Context: an optimization exercise on an open-source flow, tuned for small area. The choices shown serve that exercise and are no tape-out recipe.
Function was checked by simulation only, so behaviour that the tests miss may differ from the original.
The clock input has no modelled driver; a real chip could not lean on it and would need a root buffer or a full tree.
No activity file was given, so power comes from the tool's default toggle rates.

Design dart, start of the top module:
module dart(
            game_set_o,
            player_1_done_o,
            player_2_done_o,
            player_1_win_o,
            player_2_win_o,
            player_1_pt_o,
            player_2_pt_o,
            dart_come_i,
            dart_position_x_i,
            dart_position_y_i,
            clk,
            reset
            );
make LEC_CHECK=0 ABC_AREA=1 CAP_MARGIN=20 CORE_MARGIN=2 CORE_UTILIZATION=40 CTS_BUF_LIST=sky130_fd_sc_hd__clkbuf_4 CTS_CLUSTER_DIAMETER=300 CTS_CLUSTER_SIZE=40 SLEW_MARGIN=20 finish   # period 10.0 ns
run.sh (not shown) runs the stock make flow with config.mk's settings and CLKGATE_MAP_FILE= SYNTH_SCRIPT=/design/flow/synth_recipe.tcl, a recipe that flattens the netlist after the stock synthesis.
The starting point ran to the end with no violations.
Edit:
==> flow/flow/run.sh (new file) <==
#!/bin/bash
# Own layout flow: the standard flow with two changes:
#  - synthesis maps with an area-oriented ABC script (flow/abc_area.script, run by
#    ORFS's unchanged synth scripts from a copy of the scripts folder);
#  - port buffers use the smallest buffer cell (buf_1).
# Each step's full output goes to a log file in this folder.
set -euo pipefail
W=$(pwd)
rm -rf "$W/scripts_area"
cp -r "$FLOW_HOME/scripts" "$W/scripts_area"
cp "$W/flow/abc_area.script" "$W/scripts_area/abc_area.script"
bash "$W/standard.sh" "SCRIPTS_DIR=$W/scripts_area" ABC_AREA=1 synth > "$W/synth.log" 2>&1
bash "$W/standard.sh" "BUFFER_PORTS_ARGS=-buffer_cell sky130_fd_sc_hd__buf_1" finish > "$W/layout.log" 2>&1
test -f "$W/out/final.def"
==> flow/flow/abc_area.script (new file) <==
strash
&get -n
&fraig -x
&put
scorr
dc2
dretime
strash
&get -n
&dch -f
&nf -R 1000
&put
topo
dnsize -c
==> flow/standard.sh (new file) <==
#!/bin/bash
# synth_recipe.tcl (not shown) runs the flow's synth.tcl, then flattens the netlist and writes it again
# the make line also repeats each setting of config.mk as NAME=value (left out here)
make -C /OpenROAD-flow-scripts/flow DESIGN_CONFIG=/design/flow/config.mk WORK_HOME=/design/flow/orfs CLKGATE_MAP_FILE= SYNTH_SCRIPT=/design/flow/synth_recipe.tcl "${@:-finish}"
removed: flow/run.sh
After rerunning: The new run finished with timing, DRC and antenna clean; non-clock buffer count rises by 1; wire length falls by 16%; register-to-register slack got worse by 0.29 ns.

* * *

Setup of willow:
Another version of the RTL of dart (not shown whole).
For scale: roughly 280 cells after synthesis, roughly 30 flip-flops, roughly 42 I/O pins.
export LEC_CHECK = 0
export ABC_AREA = 1
export CAP_MARGIN = 20
export CORE_MARGIN = 2
export CORE_UTILIZATION = 40
export CTS_BUF_LIST = sky130_fd_sc_hd__clkbuf_4
export CTS_CLUSTER_DIAMETER = 300
export CTS_CLUSTER_SIZE = 40
export SLEW_MARGIN = 20
create_clock -name core_clock -period 10.0 [get_ports {clk}]
standard.sh (not shown) runs the stock make flow with config.mk's settings and CLKGATE_MAP_FILE= SYNTH_SCRIPT=/design/flow/synth_recipe.tcl, a recipe that flattens the netlist after the stock synthesis.
==> flow/flow/run.sh <==
#!/bin/bash
# Own layout flow: the standard flow with these changes:
#  - synthesis maps with an area-oriented ABC script (flow/abc_area.script, run by
#    ORFS's unchanged synth scripts from a copy of the scripts folder);
#  - port buffers use the smallest buffer cell (buf_1);
#  - clock tree synthesis without dummy loads.
# Each step's full output goes to a log file in this folder.
set -euo pipefail
W=$(pwd)
rm -rf "$W/scripts_area"
cp -r "$FLOW_HOME/scripts" "$W/scripts_area"
cp "$W/flow/abc_area.script" "$W/scripts_area/abc_area.script"
bash "$W/standard.sh" "SCRIPTS_DIR=$W/scripts_area" ABC_AREA=1 synth > "$W/synth.log" 2>&1
bash "$W/standard.sh" \
  "BUFFER_PORTS_ARGS=-buffer_cell sky130_fd_sc_hd__buf_1" \
  "CTS_ARGS=-sink_clustering_enable -repair_clock_nets -dont_use_dummy_load -buf_list sky130_fd_sc_hd__clkbuf_4 -sink_clustering_size 40 -sink_clustering_max_diameter 300" \
  finish > "$W/layout.log" 2>&1
test -f "$W/out/final.def"
==> flow/flow/abc_area.script <==
strash
&get -n
&fraig -x
&put
scorr
dc2
dretime
strash
&get -n
&dch -f
&nf -R 1000
&put
topo
dnsize -c
> inputs changed (willow -> quartz)
diff --git a/flow/flow/run.sh b/flow/flow/run.sh
--- a/flow/flow/run.sh
+++ b/flow/flow/run.sh
@@ -3,3 +3,4 @@
 #  - synthesis maps with an area-oriented ABC script (flow/abc_area.script, run by
-#    ORFS's unchanged synth scripts from a copy of the scripts folder);
+#    ORFS's unchanged synth scripts from a copy of the scripts folder) and leaves
+#    adders to ABC instead of mapping them to full/half-adder cells first;
 #  - port buffers use the smallest buffer cell (buf_1);
@@ -12,3 +13,3 @@
 cp "$W/flow/abc_area.script" "$W/scripts_area/abc_area.script"
-bash "$W/standard.sh" "SCRIPTS_DIR=$W/scripts_area" ABC_AREA=1 synth > "$W/synth.log" 2>&1
+bash "$W/standard.sh" "SCRIPTS_DIR=$W/scripts_area" ABC_AREA=1 ADDER_MAP_FILE= synth > "$W/synth.log" 2>&1
 bash "$W/standard.sh" \
==> flow/flow/abc_area.script <==
strash
 ifraig
 dc2
 balance -l
 resub -K 6 -l
 rewrite -l
 resub -K 6 -N 2 -l
 refactor -l
 resub -K 8 -l
 balance -l
 resub -K 8 -N 2 -l
 rewrite -l
 resub -K 10 -l
 rewrite -z -l
 resub -K 10 -N 2 -l
 balance -l
 resub -K 12 -l
 refactor -z -l
 resub -K 12 -N 2 -l
 rewrite -z -l
 balance -l
 dc2
 balance -l
 resub -K 6 -l
 rewrite -l
 resub -K 6 -N 2 -l
 refactor -l
 resub -K 8 -l
 balance -l
 resub -K 8 -N 2 -l
 rewrite -l
 resub -K 10 -l
 rewrite -z -l
 resub -K 10 -N 2 -l
 balance -l
 resub -K 12 -l
 refactor -z -l
 resub -K 12 -N 2 -l
 rewrite -z -l
 balance -l
 dch -f
 amap
Notes after the runs:
- Re number of nets with antenna violations after detailed routing: no difference whatsoever between willow and quartz.
- [compare] base=willow new=quartz: cell-internal power shows a reduction of about 8%; effective utilization at floorplan shows an increase of 0.54 points.
- quartz vs. willow: utilization after layout shows an increase of 1.2 points, final total power decreased 8.9%, cell area reported after detailed placement -11%, met3 track demand over resource now sits higher.
- In the flow results for willow and quartz, the area of the placeable core is smaller on quartz.
- Synthesized cell count ends up lower on willow.
- Final cell count in quartz is 7.6% higher than in willow
- sky130_fd_sc_hd__clkinv_1 as the most common cell after layout, fill and taps aside was reported by quartz, and sky130_fd_sc_hd__buf_1 by willow.

* * *

== old ==
dart, a different RTL version from the one above (not shown whole).
Size: about 290 cells after synthesis, roughly 29 flip-flops, roughly 42 I/O pins.
Design dart, start of the top module:
module dart(
            game_set_o,
            player_1_done_o,
            player_2_done_o,
            player_1_win_o,
            player_2_win_o,
            player_1_pt_o,
            player_2_pt_o,
            dart_come_i,
            dart_position_x_i,
            dart_position_y_i,
            clk,
            reset
            );
clock: 10.0 ns
lec_check: 0
abc_area: 1
cap_margin: 0
core_margin: 2
core_utilization: 40
gpl_timing_driven: 0
slew_margin: 0
==> flow/flow/run.sh <==
#!/bin/bash
# Own layout flow: the standard flow (standard.sh, ORFS) with these changes:
#  - synthesis maps with an area-oriented ABC script (flow/abc_area.script) and
#    leaves adders to ABC instead of mapping them to full/half-adder cells first;
#  - port buffers use the smallest buffer cell (buf_1);
#  - the clock is distributed by one clock buffer (flow/clock_buffer.tcl) in place of
#    TritonCTS's tree; the rest of ORFS's CTS step runs unchanged.
# ORFS runs from a copy of its scripts folder that differs only in those two files.
# Each step's full output goes to a log file in this folder.
set -euo pipefail
W=$(pwd)
S="$W/scripts_own"
rm -rf "$S"
cp -r "$FLOW_HOME/scripts" "$S"
cp "$W/flow/abc_area.script" "$S/abc_area.script"
cp "$W/flow/clock_buffer.tcl" "$S/clock_buffer.tcl"
python3 - "$S/cts.tcl" <<'PY'
import sys
p = sys.argv[1]
s = open(p).read()
old = "log_cmd clock_tree_synthesis {*}$cts_args"
assert s.count(old) == 1
open(p, "w").write(s.replace(old, "source $::env(SCRIPTS_DIR)/clock_buffer.tcl"))
PY
bash "$W/standard.sh" "SCRIPTS_DIR=$S" ABC_AREA=1 ADDER_MAP_FILE= synth > "$W/synth.log" 2>&1
bash "$W/standard.sh" "SCRIPTS_DIR=$S" \
  "BUFFER_PORTS_ARGS=-buffer_cell sky130_fd_sc_hd__buf_1" \
  "CLOCK_BUFFER_CELL=sky130_fd_sc_hd__clkbuf_16" \
  finish > "$W/layout.log" 2>&1
test -f "$W/out/final.def"
Other scripts of this flow, unchanged in this note and not shown: flow/flow/abc_area.script, flow/flow/clock_buffer.tcl
Inputs modified between old and new:
Settings: SLEW_MARGIN changed from 0 to 20; CAP_MARGIN changed from 0 to 20.
--- outcome ---
Comparing synthesis-to-layout area growth for new and old, the smaller number came from old.
Placement-stage cell area was lower in the run labelled old.
~same final hold slack in new and old
new and old ended up with nearly the same clock edge transition at the registers on the reported setup and hold paths.
On multi-input combinational cell count, new and old are basically level.
old consumes less power than new.
On global-route wire length before repair, new does worse than old.
Diff old -> new: net count reported at finish did not really move, post-layout worst setup margin went up, post-layout minimum cycle time went down.
In every run of this note, the design's own scripts or RTL, not TritonCTS, make the clock network.

re-timing with driven ports:
The results above use ideal ports. As a check the final layouts listed here were re-extracted and re-timed, cells and wires unchanged. Step 1 sets driving cells, clkbuf_16 on the clock port and buf_2 on the other inputs (assumed; they add their load-dependent delay and slew). Step 2 times the ports against the registers' clock, not the clock port: input delays grow and output delays shrink by t, the midpoint of the rising clock arrivals with the driver on. a / b / c = ideal ports / drivers / drivers and shift; a / b = the first two.
run	t (ns)	setup slack, ns	cell pins on the clock port's net
the first run of note 1	0.354	3.838 / 3.841 / 3.487	1
the second run of note 1	0.347	3.215 / 3.223 / 2.876	1
willow	0.334	2.365 / 2.371 / 2.037	1
quartz	0.329	2.353 / 2.357 / 2.028	1
old	0.198	2.049 / 2.054 / 1.857	1
new	0.198	2.415 / 2.418 / 2.221	1
After both steps every run listed still meets setup and hold. The setup slack of the first run of note 1, which loses most, moves by +0.003 ns with the drivers and by -0.351 ns with both steps.
